Background: an optimization exercise with open tools, aiming at small area, a short achievable clock period and few clock cycles. Do not read the settings as production practice. No functional check of the RTL was part of any run shown here.

**flow/run.sh**
```bash
#!/bin/bash
set -euo pipefail
MARGIN=$(cat flow/margin.txt)
bash standard.sh \
  "SETUP_SLACK_MARGIN=$MARGIN" \
  "BUFFER_PORTS_ARGS=-buffer_cell sky130_fd_sc_hd__buf_1" \
  finish > standard.log 2>&1
```
**flow/margin.txt**
```
6.2
```
**standard.sh**
```bash
#!/bin/bash
# synth_recipe.tcl (not shown) runs the flow's synth.tcl, then flattens the netlist and writes it again
# the make line also repeats each setting of config.mk as NAME=value (left out here)
make -C /OpenROAD-flow-scripts/flow DESIGN_CONFIG=/design/flow/config.mk WORK_HOME=/design/flow/orfs CLKGATE_MAP_FILE= SYNTH_SCRIPT=/design/flow/synth_recipe.tcl "${@:-finish}"
```
**config.mk**
```make
export PLATFORM = sky130hd
export DESIGN_NAME = sqrt_u32
export DESIGN_NICKNAME = sqrt_u32
export VERILOG_FILES = /design/flow/design.v
export SDC_FILE = /design/flow/constraint.sdc
export NUM_CORES = 4
export LEC_CHECK = 0
export CAP_MARGIN = 20
export CORE_MARGIN = 2
export CORE_UTILIZATION = 40
export SLEW_MARGIN = 20
```
**constraint.sdc**
```tcl
create_clock -name core_clock -period 10.0 [get_ports {clk}]
set_input_delay 2.0000 -clock core_clock [delete_from_list [all_inputs] [get_ports {clk}]]
set_output_delay 2.0000 -clock core_clock [all_outputs]
set_load 0.01 [all_outputs]
```
**design.v**
```verilog
module sqrt_u32(
        input             clk,
        input             rst_n,
        input             vld_in,
        input      [31:0] x,
        output reg        vld_out,
        output     [15:0] y
    );
    reg          busy;
    reg [2:0]    c;                         
    reg [16:0]   r;                         
    reg [13:0]   xh;                        
    reg [15:0]   z;                         
    assign y = z;
    function [32:0] step(input [32:0] rq, input [1:0] xx);
        reg [18:0] a;
        reg [18:0] b;
        reg [18:0] d;
        reg        s;
        begin
            s = rq[32];
            a = {rq[32:16], xx};
            b = {{2{~s}}, rq[14:0] ^ {15{~s}}, 1'b1, s};
            d = a + b + {18'd0, ~s};
            step = {d[16:0], rq[14:0], ~d[18]};
        end
    endfunction
    function [18:0] first(input [3:0] top);
        begin
            case (top)
            4'd0: first = {17'h1ffff, 2'd0};
            4'd1: first = {17'h00000, 2'd1};
            4'd2: first = {17'h00001, 2'd1};
            4'd3: first = {17'h00002, 2'd1};
            4'd4: first = {17'h1fffb, 2'd2};
            4'd5: first = {17'h1fffc, 2'd2};
            4'd6: first = {17'h1fffd, 2'd2};
            4'd7: first = {17'h1fffe, 2'd2};
            4'd8: first = {17'h1ffff, 2'd2};
            4'd9: first = {17'h00000, 2'd3};
            4'd10: first = {17'h00001, 2'd3};
            4'd11: first = {17'h00002, 2'd3};
            4'd12: first = {17'h00003, 2'd3};
            4'd13: first = {17'h00004, 2'd3};
            4'd14: first = {17'h00005, 2'd3};
            4'd15: first = {17'h00006, 2'd3};
            default: first = 19'd0;
            endcase
        end
    endfunction
    wire [14:0] valid = {1'b0, c >= 3'd6, c >= 3'd6, c >= 3'd5, c >= 3'd5, c >= 3'd4, c >= 3'd4, c >= 3'd3, c >= 3'd3, c >= 3'd2, c >= 3'd2, c >= 3'd1, c >= 3'd1, 1'b1, 1'b1};
    wire [18:0] ld = first(x[31:28]);
    reg [32:0] it;                          
    integer k;
    always @* begin
        it = {r, 1'b0, z[14:0] & valid};
        for (k = 0; k < 2; k = k + 1)
            it = step(it, {xh[13-k], z[15-k]});
    end
    always @(posedge clk or negedge rst_n) begin
        if (!rst_n) begin
            busy    <= 1'b0;
            vld_out <= 1'b0;
        end else begin
            vld_out <= busy && c == 3'd6;
            if (!busy)
                busy <= vld_in;
            else if (c == 3'd6)
                busy <= 1'b0;
        end
    end
    always @(posedge clk) begin
        if (!busy) begin
            r  <= ld[18:2];
            xh <= {x[27], x[25], x[23], x[21], x[19], x[17], x[15], x[13], x[11], x[9], x[7], x[5], x[3], x[1]};
            z  <= {x[26], x[24], x[22], x[20], x[18], x[16], x[14], x[12], x[10], x[8], x[6], x[4], x[2], x[0], ld[1:0]};
            c  <= 3'd0;
        end else begin
            r  <= it[32:16];
            xh <= xh << 2;
            z  <= {z[13:0], it[1:0]};
            c  <= c + 3'd1;
        end
    end
endmodule
```
==> results.txt, run 1 <==
GRT:
- The overall global routing resource usage is 19.0%.
- The number of global-route vias before repair is 3127.
- Entering global routing, the biggest net connects 56 pins.
- The number of antenna violations at the first check in global routing is 0.
- The first-pass GRT wire length is 14800 um.
- Global routing finished with a remaining overflow of 0.

Critical path:
- Across all register-to-register paths, the minimum setup slack is 5110 ps.
- The worst path buffer plus inverter count is 1.
- Measured in cells, the most critical reg-to-reg path has a length of 23.
- The setup path with the least slack is of type flop to flop.
- In this design, the stage delay of the slowest critical-path cell is 540 ps.
- The kind of cell with the highest combined delay along the critical path is compound AO/OA/AOI/OAI gates.
- In this run the worst path has a maximum fanout of 4.
- The endpoint of the worst register-to-register path is r[15].
- STA puts the critical path data arrival time at 5110 ps.
- The cell repeated most along the worst path is sky130_fd_sc_hd__o21a_1.
- The critical path goes through inv_4 -> ha_4 -> or4_4 -> nand2_4 -> xnor2_2 -> ha_1 -> o21a_1 -> o31a_1 -> o311ai_4 -> nand4_2 -> nand2_4 -> xnor2_4 -> a2bb2oi_2 -> o22ai_4 -> ha_4 -> o21a_1 -> o21a_1 -> o21ai_2 -> a21boi_2 -> o31ai_4 -> a211oi_2 -> or3_1 -> a31o_2.
- Data on the critical path is required at its endpoint by 10220 ps.
- The worst setup path is captured at a flop.
- The kind of launch point of the worst setup path is a flop.
- The beginning of the worst register-to-register path is c[1].
- The worst-path cell with the longest stage delay is sky130_fd_sc_hd__or4_4.

Synthesis:
- For this run, the leading register cell type out of synthesis is sky130_fd_sc_hd__dfxtp_1.
- The synthesized netlist occupies a cell area of 3550 sq um.
- Synthesis handed over a netlist of 379 instances.
- For this run, the number of Yosys warnings is 1.
- The net count of the mapped netlist is 457.
- The portion of the post-synthesis area used by sequential elements is 29.6%.
- The synthesized design contains 52 register bits.
- Yosys mapped a number of flops with a built-in enable equal to 0.
- The average footprint of a synthesized cell is 9.38 sq um.
- The share of synthesized registers carrying an async set or reset is 3.85%.
- Synthesis instantiated 53 different standard cells from the library.

Floorplan:
- The floorplan die height is 98.3 um.
- For this design the top-level I/O count stands at 52.
- The die covers 9660 sq um.
- The starting density of the core is 41.0%.
- From left edge to right edge, the die measures 98.3 um.
- The core region is 8680 sq um.
- The floorplan has 34 rows.

Clock network:
- Clock-pin slew was measured on the worst setup and hold paths at 100 ps.
- The latest clock arrival within the worst-skew pair is 310 ps.
- The number of clock sinks is 52.
- CTS placed an instance of sky130_fd_sc_hd__clkbuf_8 at the clock tree root.
- The number of clock buffers inserted by TritonCTS is 5.
- The CTS H-tree depth is 2.
- The clock tree from TritonCTS is built.
- For this design, the CTS-stage hold fixing added 0 buffers.
- The longest clock path from root to sink contains 2 buffers.

Placement:
- Once detailed placement completed, the half-perimeter wirelength came to 6620 um.
- The routability congestion estimate is 0.870.
- The count of input and output buffers is 51.

Run:
- Max-cap violations in this run came to 0.

Final layout:
- Measured on the finished design, the core utilization comes to 53.2%.
- Counting the fill cells in the layout gives 809.
- The post-route netlist has 29.4% of its cells at a drive strength greater than 1.
- Relative to the synthesized area, the layout overhead comes to 29.8%.
- After the last flow step, the layout net total stands at 549.
- The count of antenna diodes in the layout is 0.

Outcome:
- The flow ran to the end and the layout has no timing, DRC or antenna violations.

Timing:
- The number of setup violations in the final report is 0.
- The slew at the pin with the worst max-slew slack is 713 ps.
- After layout, the worst path uses 48.9% of the clock period.
- The final-report hold violation count is 0.
- The post-layout minimum cycle time is 4890 ps.
- Timing would allow up to 205 MHz.
- The worst slew margin relative to its limit is 51.9%.
- The final setup TNS is 0 ps.
- The number of slew-limit violations in the final report came to 0.
- The clock skew after layout is 7.62 ps.
- Setup repair after global routing could not meet its margin everywhere.

Hold path:
- The worst hold path begins at xh[6].
- Counting instances, the worst hold path has a depth of 1.
- The worst hold path endpoint is xh[8].
- The path type of the worst min-delay path is flop to flop.

Routing:
- The first routing iteration left 88 violations.
- In this run the remaining antenna-violating nets after routing total 0.
- In the routed layout, each cell is associated on average with a via count of 5.33.
- The iteration count of the initial detailed-routing pass is 4.
- For this block, the via count after detailed routing is 3089.
- The DRC violation count after routing is 0.
- The final routed wire length divided by cell count is 16.3 um.
- The total routed wirelength is 9470 um.
==> area by class of cell <==
type	count	area (sq um)	area share (%)
Clock buffer	6	72.6	1.57
Clock inverter	2	60.1	1.30
Inverter	15	63.8	1.38
Multi-Input combinational cell	302	2680	58.0
Sequential cell	52	1060	23.0
Tap cell	108	135	2.93
Timing Repair Buffer	95	544	11.8
==> flip-flops by register name, indices dropped and copies added, names as in the netlist <==
signal / flops
busy: 1
vld_out: 1
z: 16
c: 3
r: 17
xh: 14
==> how the worst max path moves through the flow <==
| stage | startpoint | end | slack (ps) | depth (start not counted) |
|---|---|---|---|---|
| after floorplan | c[1] | r[15] | 5310 | 24 |
| after global placement | r[16] | r[11] | 4590 | 20 |
| after detailed placement | r[16] | z[0] | 4440 | 20 |
| after CTS | c[1] | r[11] | 5220 | 23 |
| after global routing | c[0] | r[11] | 4870 | 24 |
| final | c[1] | r[15] | 5110 | 23 |
==> routing by layer <==
layer	vias to the layer above	GRT usage [%]	routed length, um
met2	81	32.1	4550
met3	15	3.15	394
met5	-	0	0
met1	1461	24.8	4320
met4	0	6.22	208
li1	1532	-	-
==> synthesized netlist by cell type (all sizes together) (2+ instances only) <==
| cell | instances | area share [%] |
|---|---|---|
| dfxtp | 50 | 28 |
| ha | 43 | 15 |
| xnor2 | 30 | 7.9 |
| mux2 | 26 | 8.2 |
| nor2 | 25 | 2.6 |
| nand2 | 22 | 2.5 |
| xor2 | 21 | 5.2 |
| a21oi | 19 | 2.8 |
| a21o | 15 | 3.2 |
| o21ai | 15 | 2.1 |
| inv | 14 | 1.5 |
| nor3 | 9 | 1.4 |
| nand3 | 8 | 1.1 |
| nor2b | 8 | 1.6 |
| or3 | 8 | 1.4 |
| a31o | 6 | 1.5 |
| buf | 6 | 0.74 |
| o21a | 6 | 1.3 |
| a211oi | 4 | 0.84 |
| clkbuf | 4 | 0.42 |
| a311oi | 3 | 0.74 |
| and3 | 3 | 0.53 |
| o211ai | 3 | 0.63 |
| o21bai | 3 | 0.63 |
| o31a | 3 | 0.74 |
| and2 | 2 | 0.35 |
| dfrtp | 2 | 1.4 |
| mux2i | 2 | 0.56 |
| nand4 | 2 | 0.53 |
| or2 | 2 | 0.35 |
==> stage by stage <==
| stage | std cells | setup slack [ps] | hold slack (ps) | instance area, sq um |
|---|---|---|---|---|
| 2_1_floorplan | 379 | 5310 | 433 | 3610 |
| 3_3_place_gp | 530 | 4590 | 438 | 3910 |
| 3_5_place_dp | 530 | 4440 | 443 | 3910 |
| 4_1_cts | 558 | 5220 | 467 | 4270 |
| 5_1_grt | 580 | 4870 | 476 | 4620 |
| 6_report | 580 | 5110 | 458 | 4620 |
==> logic make-up (layout without fill, tap and decap cells) <==
| kind of cell | count (synthesis) | count (layout) | share of synthesized area (%) |
|---|---|---|---|
| AND/OR/NAND/NOR | 93 | 93 | 13.3 |
| AO/OA/AOI/OAI | 86 | 86 | 17.1 |
| flip-flops | 52 | 52 | 29.6 |
| XOR/XNOR | 51 | 51 | 13.1 |
| adder cells (fa/ha/maj) | 44 | 44 | 15.5 |
| multiplexers | 28 | 28 | 8.80 |
| buffers and inverters | 25 | 118 | 2.75 |
==> cell usage in the layout, fill, tap and decap left out, drive strengths merged, types with 6 or more instances in the layout <==
cell type / instances
mux2: 26
ha: 43
a21o: 15
or3: 8
xnor2: 30
a21oi: 19
nand3: 8
clkbuf: 6
inv: 14
nor2b: 8
buf: 95
a31o: 6
o21ai: 15
xor2: 21
nor2: 25
nand2: 22
nor3: 9
dfxtp: 50
o21a: 6
==> timing repair <==
action,4_1_cts,5_1_grt
setup buffers,20,22
pin swaps,17,26
resized for setup,21,33
setup endpoints to repair,16,16
gates cloned,0,0
==> run 2, diff against run 1 <==
--- a/design.v
+++ b/design.v
@@ -48,12 +48,25 @@
             endcase
         end
     endfunction
-    wire [14:0] valid = {1'b0, c >= 3'd6, c >= 3'd6, c >= 3'd5, c >= 3'd5, c >= 3'd4, c >= 3'd4, c >= 3'd3, c >= 3'd3, c >= 3'd2, c >= 3'd2, c >= 3'd1, c >= 3'd1, 1'b1, 1'b1};
+    function [14:0] valid(input [2:0] cyc);
+        begin
+            case (cyc)
+            3'd0: valid = 15'b000000000000011;
+            3'd1: valid = 15'b000000000001111;
+            3'd2: valid = 15'b000000000111111;
+            3'd3: valid = 15'b000000011111111;
+            3'd4: valid = 15'b000001111111111;
+            3'd5: valid = 15'b000111111111111;
+            3'd6: valid = 15'b011111111111111;
+            default: valid = 15'h7fff;
+            endcase
+        end
+    endfunction
     wire [18:0] ld = first(x[31:28]);
     reg [32:0] it;                          
     integer k;
     always @* begin
-        it = {r, 1'b0, z[14:0] & valid};
+        it = {r, 1'b0, z[14:0] & valid(c)};
         for (k = 0; k < 2; k = k + 1)
             it = step(it, {xh[13-k], z[15-k]});
     end
==> run 2 against run 1 <==
Net effect:
- still clean
- via count increased by 1.2%
- maximum frequency about the same
- routed wire length up 1.2%
- global-route usage grew 0.80 points
- synthesized area is essentially flat
- sequential share of layout area down 0.45 points
- final cell count fell by 0.34%
- design area up 1.7%
- setup slack worse by 3.7 ps
- count of clock-buffer cells in the layout shrank 1
- die area about the same
==> results.txt, run 2 <==
Clock network:
- The clock tree from TritonCTS is built.
- The clock root buffer master is sky130_fd_sc_hd__clkbuf_8.
- The number of hold-repair buffers added at the cts stage was 0 (unchanged).
- The CTS H-tree depth is 2 (unchanged).
- The latest clock arrival within the worst-skew pair was 320 ps (about the same).
- The clock slew seen by the registers of the worst setup and hold paths is 110 ps (about the same).
- The number of clock buffers inserted by TritonCTS is 5 (unchanged).
- The number of buffers on the longest clock path is 2 (unchanged).
- The number of clock sinks came to 52 (unchanged).

Routing:
- The total routed wirelength came to 9580 um (+1.2%).
- The DRC violation count after routing is 0 (unchanged).
- The detail-routed via count per cell is 5.41 (+1.5%).
- The iteration count of the initial detailed-routing pass is 5 (+1).
- The number of vias after detailed routing is 3125 (+1.2%).
- The remaining number of nets flagged by the antenna check after routing is 0 (unchanged).
- The iteration-0 DRC count of the detailed router was 141 (+60%).
- The final routed wire length divided by cell count is 16.6 um (+1.6%).

Critical path:
- The path type of the worst setup path is flop to flop.
- The maximum net fanout on the critical path is 4 (unchanged).
- The nature of the critical path endpoint is a flop.
- The kind of launch point of the worst setup path is a flop.
- The launching instance or port of the critical path is c[0].
- In this run the critical register-to-register path is captured at z[0].
- The startpoint identified for the worst register-to-register timing path is c[0].
- The worst setup path endpoint is z[0].
- The worst setup slack for register-to-register paths is 5110 ps (about the same).
- The required time at the endpoint of the critical path came to 10220 ps (about the same).
- The arrival time at the worst endpoint is 5120 ps (about the same).
- The length in cells of the worst reg-to-reg path came to 23 (unchanged).

Final layout:
- The final net count is 546 (-0.55%).
- The library cell used most frequently in the layout, excluding fill and tap cells, is sky130_fd_sc_hd__buf_1.
- The number of non-filler instances in the completed layout came to 578 (-0.34%).
- The count of antenna diodes in the layout is 0 (unchanged).
- The share of layout cells above drive strength 1 is 29.8% (+0.34 points).
- The fill cell total of the finished layout is 802 (-0.87%).
- The area growth from synthesis to layout is 32.0%.
- The flip-flop count of the largest register, all copies and words added came to 17 (unchanged).
- In the final layout, the registers with the most flip-flops are r (17), z (16), xh (14).
- r holds more flip-flops than any other register.
- In the layout the commonest cells are sky130_fd_sc_hd__buf_1 (51), sky130_fd_sc_hd__dfxtp_1 (48), sky130_fd_sc_hd__xnor2_1 (44).

Placement:
- The instance count after placement with tap cells included is 535 (+0.94%).
- The routability congestion estimate is 0.822 (-5.5%).
- The half-perimeter wire length after placement was 6770 um (+2.3%).
- The count of input and output buffers is 51 (unchanged).

GRT:
- The overall global routing resource usage is 19.8% (+0.80 points).
- The largest net degree at the start of global routing is 34 (-39%).
- The number of global-route vias before repair came to 3199 (+2.3%).
- The total overflow reported by the global router was 0 (unchanged).
- The first-pass GRT wire length is 15400 um (+4.1%).
- The number of antenna violations at the first check in global routing is 0 (unchanged).

Timing:
- The worst-case hold slack was 463 ps (+4.48 ps).
- The maximum clock frequency came to 204 MHz (about the same).
- The clock skew after layout is 8.65 ps (+1.03 ps).
- The final setup TNS is 0 ps (unchanged).
- The post-layout minimum cycle time is 4890 ps (+3.66 ps).
- The number of slew-limit violations in the final report is 0 (unchanged).
- Setup repair after global routing could not meet its margin everywhere.
- The final clock period utilization by the worst path is 48.9% (about the same).
- The worst slew margin relative to its limit came to 63.1% (+11 points).
- The number of setup violations in the final report is 0 (unchanged).
- The slew at the pin with the worst max-slew slack was 550 ps (-164 ps).
- The final-report hold violation count is 0 (unchanged).

Floorplan:
- The die width was 98.3 um (about the same).
- The number of placement rows is 34 (unchanged).
- The floorplan die height is 98.3 um (about the same).
- The area of the die is 9650 sq um (about the same).
- The number of I/O pins is 52 (unchanged).
- The core area is 8680 sq um (unchanged).
- The starting density of the core is 40.9% (about the same).

Synthesis:
- The portion of the post-synthesis area used by sequential elements is 29.6% (about the same).
- The area fraction of the dominant cell type after synthesis came to 28.2% (about the same).
- By area the synthesized netlist is led by sky130_fd_sc_hd__dfxtp_1 (28%), sky130_fd_sc_hd__ha_1 (15%), sky130_fd_sc_hd__xnor2_1 (13%), sky130_fd_sc_hd__mux2_2 (8.2%), sky130_fd_sc_hd__a21o_1 (4.4%).
- The number of warning messages in the yosys log was 1 (unchanged).
- The gate count after technology mapping was 385 (+1.6%).
- The net count of the mapped netlist was 462 (+1.1%).
- The number of flops mapped to enable cells by yosys came to 0 (unchanged).
- The share of synthesized registers carrying an async set or reset is 3.85% (unchanged).
- The count of unique library cells instantiated by Yosys is 48 (-9.4%).
- The cell type with the highest aggregate area in the netlist is sky130_fd_sc_hd__dfxtp_1.
- The average footprint of a synthesized cell came to 9.23 sq um (-1.6%).
- The dominant synthesized flop cell is sky130_fd_sc_hd__dfxtp_1.
- The dominant cell by count in the synthesized netlist is sky130_fd_sc_hd__xnor2_1.
- The commonest cells after synthesis are sky130_fd_sc_hd__xnor2_1 (51), sky130_fd_sc_hd__dfxtp_1 (50), sky130_fd_sc_hd__ha_1 (42).
- The number of synthesized register bits is 52 (unchanged).
- The cell area after synthesis is 3550 sq um (about the same).

Outcome:
- The flow ran to the end and the layout has no timing, DRC or antenna violations.

Hold path:
- The worst hold path begins at xh[4].
- The min-delay analysis places its worst path in the category flop to flop.

Run:
- The number of max-capacitance violations reported was 0 (unchanged).
-- run 2: changes by cell type in the layout (fill, tap and decap cells not counted), moves of 4 or more --
cell,previous run,this run
sky130_fd_sc_hd__ha_2,2,6
sky130_fd_sc_hd__a21o_1,15,21
sky130_fd_sc_hd__xor2_1,20,6
sky130_fd_sc_hd__xnor2_4,1,5
sky130_fd_sc_hd__buf_4,38,31
sky130_fd_sc_hd__ha_1,36,30
sky130_fd_sc_hd__a31o_2,5,1
sky130_fd_sc_hd__xnor2_1,23,44
sky130_fd_sc_hd__or3_1,8,0
sky130_fd_sc_hd__inv_1,12,16
sky130_fd_sc_hd__a21oi_2,3,7
-- run 2: kinds of logic after synthesis --
| group | share of synthesized area, % |
|---|---|
| compound gates | 18.5 |
| simple gates | 9.93 |
| xor+xnor | 14.8 |
| flops | 29.6 |
| fa+ha+maj | 14.8 |
| buf+inv | 3.38 |
| mux | 9.08 |
-- run 2: stage by stage --
step | util (%) | worst slack (ps) | area [sq um]
after global placement | 45.5 | 4650 | 3950
after CTS | 50.8 | 5150 | 4410
after global routing | 54.1 | 4900 | 4690
after detailed placement | 45.5 | 4490 | 3950
final | 54.1 | 5110 | 4690
after floorplan | - | 5180 | 3660
-- run 2: worst min-delay path by stage --
stage	endpoint	slack, ps	cells past startpoint
2_1_floorplan	xh[13]	430	1
3_3_place_gp	xh[9]	440	1
3_5_place_dp	xh[8]	440	1
4_1_cts	xh[6]	470	1
5_1_grt	xh[2]	480	1
6_report	xh[6]	460	1
-- run 2: area by class of cell --
| cell class | count | area, sq um | share of cell area, % |
|---|---|---|---|
| Multi-Input combinational cell | 302 | 2810 | 60.0 |
| Sequential cell | 52 | 1060 | 22.5 |
| Timing Repair Buffer | 88 | 500 | 10.7 |
| Tap cell | 108 | 135 | 2.88 |
| Inverter | 20 | 82.6 | 1.76 |
| Clock buffer | 5 | 68.8 | 1.47 |
| Clock inverter | 3 | 33.8 | 0.720 |
-- run 2: routing by layer --
layer / up-vias / track usage (%) / wire, um
li1: 1534 / - / -
met1: 1476 / 23.6 / 4040
met2: 96 / 35.5 / 4840
met3: 19 / 3.65 / 467
met4: 0 / 7.17 / 227
met5: - / 0 / 0
-- run 2: worst max-delay path, stage by stage, from the launching register on --
cell and delay, ps:
sky130_fd_sc_hd__dfxtp_4 390, sky130_fd_sc_hd__inv_4 80, sky130_fd_sc_hd__ha_4 160, sky130_fd_sc_hd__nor3_4 40, sky130_fd_sc_hd__or3_4 350, sky130_fd_sc_hd__or3_4 380, sky130_fd_sc_hd__nand2_4 130, sky130_fd_sc_hd__xnor2_4 80
sky130_fd_sc_hd__ha_4 280, sky130_fd_sc_hd__o21a_1 110, sky130_fd_sc_hd__o31a_1 210, sky130_fd_sc_hd__o211ai_1 200, sky130_fd_sc_hd__a31o_4 310, sky130_fd_sc_hd__xnor2_4 150, sky130_fd_sc_hd__buf_12 160, sky130_fd_sc_hd__xnor2_4 120
sky130_fd_sc_hd__ha_2 190, sky130_fd_sc_hd__or4_4 540, sky130_fd_sc_hd__o22ai_4 200, sky130_fd_sc_hd__buf_6 140, sky130_fd_sc_hd__o31ai_4 80, sky130_fd_sc_hd__o221ai_2 190, sky130_fd_sc_hd__a31oi_1 110, sky130_fd_sc_hd__and3_1 190
-- run 2: timing repair --
action,4_1_cts,5_1_grt
buffers inserted,26,9
setup endpoints to repair,16,16
pin swaps,40,18
resized for setup,36,37
==> run 3, diff against run 2 <==
--- a/design.v
+++ b/design.v
@@ -7,7 +7,7 @@
         output     [15:0] y
     );
     reg          busy;
-    reg [2:0]    c;                         
+    reg [3:0]    c;                         
     reg [16:0]   r;                         
     reg [13:0]   xh;                        
     reg [15:0]   z;                         
@@ -48,26 +48,27 @@
             endcase
         end
     endfunction
-    function [14:0] valid(input [2:0] cyc);
-        begin
-            case (cyc)
-            3'd0: valid = 15'b000000000000011;
-            3'd1: valid = 15'b000000000001111;
-            3'd2: valid = 15'b000000000111111;
-            3'd3: valid = 15'b000000011111111;
-            3'd4: valid = 15'b000001111111111;
-            3'd5: valid = 15'b000111111111111;
-            3'd6: valid = 15'b011111111111111;
-            default: valid = 15'h7fff;
-            endcase
-        end
-    endfunction
+    wire [14:0] valid = {(c[3] & (c[2] & (c[1] | c[0]))),
+                     (c[3] & c[2]),
+                     (c[3] & (c[2] | (c[1] & c[0]))),
+                     (c[3] & (c[2] | c[1])),
+                     (c[3] & (c[2] | (c[1] | c[0]))),
+                     c[3],
+                     (c[3] | (c[2] & (c[1] & c[0]))),
+                     (c[3] | (c[2] & c[1])),
+                     (c[3] | (c[2] & (c[1] | c[0]))),
+                     (c[3] | c[2]),
+                     (c[3] | (c[2] | (c[1] & c[0]))),
+                     (c[3] | (c[2] | c[1])),
+                     (c[3] | (c[2] | (c[1] | c[0]))),
+                     1'b1,
+                     1'b1};
     wire [18:0] ld = first(x[31:28]);
     reg [32:0] it;                          
     integer k;
     always @* begin
-        it = {r, 1'b0, z[14:0] & valid(c)};
-        for (k = 0; k < 2; k = k + 1)
+        it = {r, 1'b0, z[14:0] & valid};
+        for (k = 0; k < 1; k = k + 1)
             it = step(it, {xh[13-k], z[15-k]});
     end
     always @(posedge clk or negedge rst_n) begin
@@ -75,10 +76,10 @@
             busy    <= 1'b0;
             vld_out <= 1'b0;
         end else begin
-            vld_out <= busy && c == 3'd6;
+            vld_out <= busy && c == 4'd13;
             if (!busy)
                 busy <= vld_in;
-            else if (c == 3'd6)
+            else if (c == 4'd13)
                 busy <= 1'b0;
         end
     end
@@ -87,12 +88,12 @@
             r  <= ld[18:2];
             xh <= {x[27], x[25], x[23], x[21], x[19], x[17], x[15], x[13], x[11], x[9], x[7], x[5], x[3], x[1]};
             z  <= {x[26], x[24], x[22], x[20], x[18], x[16], x[14], x[12], x[10], x[8], x[6], x[4], x[2], x[0], ld[1:0]};
-            c  <= 3'd0;
+            c  <= 4'd0;
         end else begin
             r  <= it[32:16];
-            xh <= xh << 2;
-            z  <= {z[13:0], it[1:0]};
-            c  <= c + 3'd1;
+            xh <= xh << 1;
+            z  <= {z[14:0], it[0:0]};
+            c  <= c + 4'd1;
         end
     end
 endmodule
==> flow/margin.txt (replaced) <==
7.0
--- a/config.mk
+++ b/config.mk
@@ -7,5 +7,7 @@
 export LEC_CHECK = 0
 export CAP_MARGIN = 20
 export CORE_MARGIN = 2
-export CORE_UTILIZATION = 40
+export CORE_UTILIZATION = 60
+export CTS_CLUSTER_DIAMETER = 100
+export CTS_CLUSTER_SIZE = 40
 export SLEW_MARGIN = 20
==> run 3 against run 2 <==
Net effect:
- highest routed layer unchanged
- design area is 29% lower
- clock skew hardly changed
- critical path depth is 22 lower
- synthesized cell count is 21% lower
- sequential cell count is 1 higher
- core utilization is 16 points higher
- setup slack better by 2000 ps
- still clean on timing, DRC and antenna
- routed wire length is 34% lower
- die area is 43% lower
==> results.txt, run 3 <==
Synthesis:
- The simple-gate portion of the synthesized area was 10.6% (+0.67 points).
- Counting instances in the post-synthesis netlist gives the leading cell types as sky130_fd_sc_hd__dfxtp_1 (51), sky130_fd_sc_hd__ha_1 (27), sky130_fd_sc_hd__mux2_2 (27).
- The count of unique library cells instantiated by Yosys is 54 (+13%).
- The fraction of synthesized area in multiplexers is 10.6% (+1.6 points).
- The area fraction of the dominant cell type after synthesis is 34.6% (+6.4 points).
- The gate count after technology mapping is 304 (-21%).
- The average footprint of a synthesized cell is 9.71 sq um (+5.2%).
- The dominant cell by count in the synthesized netlist is sky130_fd_sc_hd__dfxtp_1.
- The compound-gate portion of the synthesized area is 20.1% (+1.6 points).
- The number of synthesized register bits is 53 (+1.9%).
- The share of synthesized registers carrying an async set or reset is 3.77% (-0.073 points).
- The arithmetic-cell share of the synthesized area counting full adders, half adders and majority gates was 11.4% (-3.3 points).
- The portion of the post-synthesis area used by sequential elements is 36.3% (+6.7 points).
- For this run, the leading register cell type out of synthesis is sky130_fd_sc_hd__dfxtp_1.
- The number of flops mapped to enable cells by yosys is 0 (unchanged).
- Ranked by total cell area, the synthesized netlist is headed by sky130_fd_sc_hd__dfxtp_1 (35%), sky130_fd_sc_hd__ha_1 (11%), sky130_fd_sc_hd__mux2_2 (10%), sky130_fd_sc_hd__xnor2_1 (5.3%), sky130_fd_sc_hd__o21ai_0 (2.7%).
- The number of warning messages in the yosys log is 1 (unchanged).
- The cell type with the highest aggregate area in the netlist is sky130_fd_sc_hd__dfxtp_1.
- The post-synthesis xor/xnor area fraction is 6.82% (-7.9 points).
- The cell area after synthesis is 2950 sq um (-17%).
- The net count of the mapped netlist came to 366 (-21%).
- The dominant combinational cell family by area after synthesis is compound AO/OA/AOI/OAI gates.

Timing:
- The worst-case hold slack is 465 ps (+2.41 ps).
- Setup repair after global routing left no endpoint under its margin.
- The worst slew margin relative to its limit is 51.9% (-11 points).
- The slew at the pin with the worst max-slew slack is 721 ps (+171 ps).
- The number of setup violations in the final report is 0 (unchanged).
- The final-report hold violation count was 0 (unchanged).
- The maximum clock frequency was 347 MHz (+70%).
- The final setup TNS is 0 ps (unchanged).
- The number of slew-limit violations in the final report is 0 (unchanged).
- The setup slack of the critical path after layout is 7120 ps (+2010 ps).
- The clock skew after layout was 8.98 ps (+0.325 ps).
- The post-layout minimum cycle time was 2880 ps (-2010 ps).
- The final clock period utilization by the worst path is 28.8% (-20 points).

Critical path:
- The worst path buffer plus inverter count is 1 (-2).
- The longest individual stage delay on the worst path is 390 ps (-150 ps).
- The arrival time at the worst endpoint is 880 ps (-4240 ps).
- The cell family contributing the most delay on the critical path is flip-flops.
- The length in cells of the worst reg-to-reg path is 11 (-52%).
- The endpoint of the worst register-to-register path is r[16].
- The required time at the endpoint of the critical path is 8000 ps (-2220 ps).
- The setup path with the least slack is of type flop to output pin.
- The worst setup slack for register-to-register paths is 7150 ps (+2040 ps).
- The critical path goes through buf_1.
- The maximum net fanout on the critical path was 3 (-1).
- The worst setup path is launched from a flop.
- The worst setup path is captured at an output pin.
- The number of cells on the critical path is 1 (-96%).
- In this run the critical register-to-register path is launched from c[2].
- The worst-path cell with the longest stage delay is sky130_fd_sc_hd__dfxtp_1.

Clock network:
- The CTS H-tree depth is 2 (unchanged).
- The number of buffers on the longest clock path is 2 (unchanged).
- The number of clock buffers inserted by TritonCTS is 5 (unchanged).
- The number of hold-repair buffers added at the cts stage is 0 (unchanged).
- The number of clock sinks is 53 (+1.9%).
- The latest clock arrival within the worst-skew pair was 310 ps (about the same).
- The clock slew seen by the registers of the worst setup and hold paths came to 100 ps (about the same).
- TritonCTS built the clock tree.
- The clock root buffer master is sky130_fd_sc_hd__clkbuf_8.

Routing:
- The DRC violation count after routing is 0 (unchanged).
- The iteration-0 DRC count of the detailed router was 133 (-5.7%).
- The total routed wirelength is 6280 um (-34%).
- The final routed wire length divided by cell count came to 15.0 um (-9.4%).
- The number of vias after detailed routing is 2334 (-25%).
- The remaining number of nets flagged by the antenna check after routing is 0 (unchanged).
- The iteration count of the initial detailed-routing pass was 4 (-1).
- The detail-routed via count per cell is 5.58 (+3.3%).

Floorplan:
- The area of the die is 5500 sq um (-43%).
- The die width is 74.1 um (-25%).
- The number of placement rows is 25 (-26%).
- The core area came to 4720 sq um (-46%).
- The number of I/O pins is 52 (unchanged).
- The starting density of the core came to 62.5% (+22 points).
- The floorplan die height is 74.1 um (-25%).

Hold path:
- The worst hold path endpoint is xh[8].
- The worst hold path begins at xh[7].
- The number of cells on the worst hold path is 1 (unchanged).
- The path class of the tightest hold or removal check is flop to flop.

Final layout:
- The post-route cell area is 3310 sq um (-29%).
- The flip-flop count of the largest register, all copies and words added is 17 (unchanged).
- In the layout the commonest cells are sky130_fd_sc_hd__dfxtp_1 (51), sky130_fd_sc_hd__buf_1 (51), sky130_fd_sc_hd__mux2_2 (27), sky130_fd_sc_hd__ha_1 (27), sky130_fd_sc_hd__xnor2_1 (18).
- From synthesis to final layout, the design area changed by 12.3%.
- The number of non-filler instances in the completed layout is 418 (-28%).
- The count of antenna diodes in the layout is 0 (unchanged).
- The register name with the most flops is r.
- In the final layout, the registers with the most flip-flops are r (17), z (16), xh (14).
- The final net count is 412 (-25%).
- The share of layout cells above drive strength 1 is 14.8% (-15 points).
- The final standard cell utilization of the core is 70.2% (+16 points).

Run:
- The number of max-capacitance violations reported was 0 (unchanged).

Placement:
- The routability congestion estimate is 0.952 (+16%).
- The instance count after placement with tap cells included is 408 (-24%).
- The post-place setup slack is 6770 ps (+2290 ps).
- The count of input and output buffers came to 51 (unchanged).
- The half-perimeter wire length after placement is 4680 um (-31%).
- The post-detailed-placement cell area is 3160 sq um (-20%).

GRT:
- The number of antenna violations at the first check in global routing is 0 (unchanged).
- The largest net degree at the start of global routing is 43 (+26%).
- The overall global routing resource usage is 23.7% (+3.9 points).
- The first-pass GRT wire length was 10100 um (-35%).
- The total overflow reported by the global router is 0 (unchanged).
- The number of global-route vias before repair was 2191 (-32%).

Outcome:
- The run finished with no timing, DRC or antenna violations.
run 3: changes by cell type after synthesis, moves of 4 or more:
cell,change
sky130_fd_sc_hd__a21o_1,-14
sky130_fd_sc_hd__a21oi_1,-9
sky130_fd_sc_hd__a31oi_1,-4
sky130_fd_sc_hd__ha_1,-15
sky130_fd_sc_hd__inv_1,-7
sky130_fd_sc_hd__nand3_1,-6
sky130_fd_sc_hd__nor2b_1,-4
sky130_fd_sc_hd__o21ai_1,+6
sky130_fd_sc_hd__o21bai_1,-4
sky130_fd_sc_hd__xnor2_1,-33
run 3: layer usage:
metal  track usage (%)  up-vias  part of all wire, %
li1                  -     1189                    -
met1              32.1     1080                   47
met2              40.2       59                   49
met3              3.39        6                  3.1
met4              5.25        0                 0.92
met5                 0        -                    0
run 3: repair_timing:
| action | in CTS | in global routing |
|---|---|---|
| setup buffers | 0 | 2 |
| endpoints found under the setup margin | 3 | 1 |
| hold endpoints to repair | 0 | 0 |
| pin swaps | 0 | 2 |
| resized for setup | 1 | 0 |
run 3: kinds of logic (layout without fill, tap and decap cells):
| group | after synthesis | in the layout |
|---|---|---|
| compound gates | 83 | 83 |
| simple gates | 62 | 62 |
| flops | 53 | 53 |
| mux | 28 | 28 |
| buf+inv | 28 | 75 |
| fa+ha+maj | 27 | 27 |
| xor+xnor | 23 | 23 |
run 3: area by class of cell:
class / instances / area [sq um]
Clock inverter: 3 / 68.8
Multi-Input combinational cell: 223 / 1760
Clock buffer: 5 / 68.8
Sequential cell: 53 / 1070
Inverter: 13 / 50.0
Fill cell: 390 / 1410
Timing Repair Buffer: 54 / 214
Tap cell: 67 / 83.8
run 3: worst max-delay path by stage:
stage / from / end / slack, ps
6_report: z[15] / y[15] / 7120
5_1_grt: c[0] / r[16] / 7000
4_1_cts: x[28] / r[11] / 7110
3_5_place_dp: x[28] / r[11] / 6770
3_3_place_gp: x[28] / r[11] / 6830
2_1_floorplan: x[28] / r[15] / 7020
==> run 4, diff against run 3 <==
--- a/config.mk
+++ b/config.mk
@@ -7,7 +7,5 @@
 export LEC_CHECK = 0
 export CAP_MARGIN = 20
 export CORE_MARGIN = 2
-export CORE_UTILIZATION = 60
-export CTS_CLUSTER_DIAMETER = 100
-export CTS_CLUSTER_SIZE = 40
+export CORE_UTILIZATION = 40
 export SLEW_MARGIN = 20
==> run 4 against run 3 <==
Net effect:
- via count shrank 0.26%
- routed wire length shrank 0.13%
- maximum frequency fell by 0.21%
- setup slack lost 6.1 ps
- register-to-register slack improved by 60 ps
- count of clock-buffer cells in the layout stayed put
- sequential share of layout area about the same
- largest cell class unchanged
- still clean on timing, DRC and antenna
==> results.txt, run 4 <==
Placement:
- The routability congestion estimate is 0.878 (-7.8%).
- The count of input and output buffers is 51 (unchanged).
- The post-place setup slack is 6790 ps (+17.2 ps).
- The half-perimeter wire length after placement is 4810 um (+2.7%).

Timing:
- The slew at the pin with the worst max-slew slack is 729 ps (+8.49 ps).
- The post-layout minimum cycle time is 2890 ps (+6.05 ps).
- The final-report hold violation count came to 0 (unchanged).
- The clock skew after layout came to 12.2 ps (+3.18 ps).
- The final setup TNS was 0 ps (unchanged).
- The worst-case hold slack is 465 ps (-0.123 ps).
- The worst slew margin relative to its limit came to 51.3% (-0.57 points).
- The number of slew-limit violations in the final report is 0 (unchanged).
- The final clock period utilization by the worst path is 28.9% (+0.060 points).
- The maximum clock frequency came to 347 MHz (-0.21%).
- Setup repair after global routing left no endpoint under its margin.
- The number of setup violations in the final report is 0 (unchanged).
- The setup slack of the critical path after layout came to 7110 ps (-6.05 ps).

Synthesis:
- The net count of the mapped netlist was 366 (unchanged).
- The portion of the post-synthesis area used by sequential elements is 36.3% (unchanged).
- Sorting the synthesized cells by area gives the leading types as sky130_fd_sc_hd__dfxtp_1 (35%), sky130_fd_sc_hd__ha_1 (11%), sky130_fd_sc_hd__mux2_2 (10%), sky130_fd_sc_hd__xnor2_1 (5.3%), sky130_fd_sc_hd__o21ai_0 (2.7%).
- The number of warning messages in the yosys log is 1 (unchanged).
- The share of synthesized registers carrying an async set or reset is 3.77% (unchanged).
- After synthesis, the most frequently instantiated cells are sky130_fd_sc_hd__dfxtp_1 (51), sky130_fd_sc_hd__ha_1 (27), sky130_fd_sc_hd__mux2_2 (27).
- The cell area after synthesis came to 2950 sq um (unchanged).
- The count of unique library cells instantiated by Yosys is 54 (unchanged).
- The average footprint of a synthesized cell is 9.71 sq um (unchanged).
- The gate count after technology mapping is 304 (unchanged).
- The dominant synthesized flop cell is sky130_fd_sc_hd__dfxtp_1.
- The biggest area contributor in the post-synthesis netlist is sky130_fd_sc_hd__dfxtp_1.
- The number of synthesized register bits is 53 (unchanged).
- The area fraction of the dominant cell type after synthesis is 34.6% (unchanged).
- The number of flops mapped to enable cells by yosys came to 0 (unchanged).
- By instance count, the leading cell after synthesis is sky130_fd_sc_hd__dfxtp_1.

Final layout:
- The register name with the most flops is r.
- The most common library cell in the layout ignoring fill and taps is sky130_fd_sc_hd__buf_1.
- The area growth from synthesis to layout came to 12.3% (about the same).
- The largest registers in the layout are r (17), z (16), xh (14).
- Leaving out fill and tap cells, the most frequent cells in the layout are sky130_fd_sc_hd__buf_1 (51), sky130_fd_sc_hd__dfxtp_1 (50), sky130_fd_sc_hd__mux2_2 (27), sky130_fd_sc_hd__ha_1 (27), sky130_fd_sc_hd__xnor2_1 (18).
- The share of layout cells above drive strength 1 came to 15.1% (+0.33 points).
- The count of antenna diodes in the layout was 0 (unchanged).
- The flip-flop count of the largest register, all copies and words added is 17 (unchanged).
- The final net count is 411 (-0.24%).

Floorplan:
- The floorplan die height came to 89.9 um (+21%).
- The die width was 89.9 um (+21%).
- The number of I/O pins is 52 (unchanged).
- The starting density of the core is 40.9% (-22 points).
- The number of placement rows came to 31 (+24%).
- The area of the die is 8080 sq um (+47%).
- The core area is 7210 sq um (+53%).

Hold path:
- The hold path startpoint is xh[7].
- The path with the worst hold slack has its endpoint at xh[8].
- The path type of the worst min-delay path is flop to flop.
- The number of cells on the worst hold path is 1 (unchanged).

Routing:
- The DRC violation count after routing came to 0 (unchanged).
- The total routed wirelength is 6270 um (-0.13%).
- The remaining number of nets flagged by the antenna check after routing is 0 (unchanged).
- The final routed wire length divided by cell count was 14.0 um (-7.0%).
- The detail-routed via count per cell is 5.18 (-7.1%).
- The iteration count of the initial detailed-routing pass is 4 (unchanged).
- The iteration-0 DRC count of the detailed router is 128 (-3.8%).
- The number of vias after detailed routing is 2328 (-0.26%).

Critical path:
- The longest individual stage delay on the worst path came to 390 ps (about the same).
- The worst setup slack for register-to-register paths was 7210 ps (+60 ps).
- The worst register-to-register path begins at c[2].
- The signal on the critical path passes through buf_1.
- The largest individual stage delay along the critical path comes from the cell sky130_fd_sc_hd__dfxtp_1.
- The required time at the endpoint of the critical path is 8000 ps (about the same).
- The worst setup path is launched from a flop.
- The setup path with the least slack is of type flop to output pin.
- The endpoint identified for the worst register-to-register timing path is r[16].
- The worst path buffer plus inverter count is 1 (unchanged).
- The nature of the critical path endpoint is an output pin.
- The arrival time at the worst endpoint is 890 ps (about the same).
- The maximum net fanout on the critical path is 3 (unchanged).
- The length in cells of the worst reg-to-reg path was 12 (+1).
- On the critical path the largest part of the delay comes from flip-flops.

Clock network:
- CTS placed an instance of sky130_fd_sc_hd__clkbuf_8 at the clock tree root.
- The clock slew seen by the registers of the worst setup and hold paths is 110 ps (about the same).
- The clock tree from TritonCTS is built.
- The number of buffers on the longest clock path came to 2 (unchanged).
- The CTS H-tree depth is 2 (unchanged).
- The number of hold-repair buffers added at the cts stage is 0 (unchanged).
- The latest clock arrival within the worst-skew pair is 310 ps (about the same).
- The number of clock sinks is 53 (unchanged).
- The number of clock buffers inserted by TritonCTS was 5 (unchanged).

GRT:
- The number of global-route vias before repair is 2290 (+4.5%).
- The largest net degree at the start of global routing was 43 (unchanged).
- The first-pass GRT wire length is 10600 um (+5.8%).
- The number of antenna violations at the first check in global routing is 0 (unchanged).
- The overall global routing resource usage was 15.9% (-7.8 points).
- The total overflow reported by the global router came to 0 (unchanged).

Outcome:
- The run finished with no timing, DRC or antenna violations.

Run:
- The number of max-capacitance violations reported was 0 (unchanged).
==> run 4: cell counts after synthesis <==
Identical to the previous run, type by type.
==> run 4: metrics by stage <==
stage | std cells | area, sq um | utilization [%]
final | 449 | 3320 | 46.0
after global routing | 449 | 3320 | 46.0
after CTS | 448 | 3300 | 45.8
after detailed placement | 440 | 3200 | 44.4
after global placement | 440 | 3200 | 44.4
after floorplan | 304 | 2950 | -
==> run 4: routing by layer <==
metal  track usage (%)  routed length [um]  vias to the layer above
met5                 0                   0                        -
met3              3.19                 273                       11
met1              21.2                3000                     1080
li1                  -                   -                     1185
met4              4.74                 105                        0
met2              26.1                2900                       52
==> run 4: area by class of cell <==
type / instances / area, sq um
clock inverters: 3 / 33.8
repair buffers: 53 / 206
multi-input cells: 223 / 1760
inverters: 13 / 50.0
flip-flops and latches: 53 / 1070
fillers: 746 / 3900
clock buffers: 5 / 68.8
well taps: 99 / 124
==> run 4: worst max-delay path by stage <==
stage | slack (ps) | endpoint | from | cells after the start
finish | 7110 | y[15] | z[15] | 1
global route | 7050 | r[16] | c[1] | 13
CTS | 7080 | r[15] | x[28] | 7
detailed placement | 6790 | r[11] | x[28] | 7
global placement | 6800 | r[11] | x[28] | 7
floorplan | 7020 | r[15] | x[28] | 7
==> run 4: logic make-up (layout without fill, tap and decap cells) <==
kind of cell	count (synthesis)	in the layout	share of synthesized area (%)
mux	28	28	10.6
fa+ha+maj	27	27	11.4
flops	53	53	36.3
xor+xnor	23	23	6.82
compound gates	83	83	20.1
buf+inv	28	74	4.15
simple gates	62	62	10.6
==> run 4: repair_timing <==
item,4_1_cts,5_1_grt
setup buffers,0,1
resized for setup,1,2
pin swaps,0,1
endpoints found under the setup margin,4,5

## what the ideal ports hide
How much do the figures lean on ideal ports? The routed layouts below were timed once more, with nothing changed but the port constraints. Step 1 sets driving cells, clkbuf_16 on the clock port and buf_2 on the other inputs (assumed; they add their load-dependent delay and slew). Step 2 also shifts input and output timing later by t, the mid clock arrival at the registers, as if the neighbouring blocks saw the same clock. Slacks: ideal ports / drivers / drivers and shift; pairs: ideal ports / drivers.
| run | t, ns | slack for setup (ns) | hold slack, ns | worst setup path at the end | worst register clock-pin slew, ns |
|---|---|---|---|---|---|
| run 1 | 0.342 | 5.110 / 5.110 / 5.110 | 0.458 / 0.458 / 0.458 | register to register | 0.10 / 0.10 |
| run 2 | 0.350 | 5.107 / 5.107 / 5.107 | 0.463 / 0.463 / 0.463 | register to register | 0.11 / 0.11 |
| run 3 | 0.332 | 7.121 / 7.093 / 6.805 | 0.465 / 0.465 / 0.465 | input to register | 0.10 / 0.10 |
| run 4 | 0.337 | 7.115 / 7.086 / 6.925 | 0.465 / 0.465 / 0.465 | input to register | 0.11 / 0.11 |
After both steps every run listed still meets setup and hold. For run 3, which loses most, drivers alone change the setup slack by -0.028 ns; drivers and shift together by -0.316 ns.
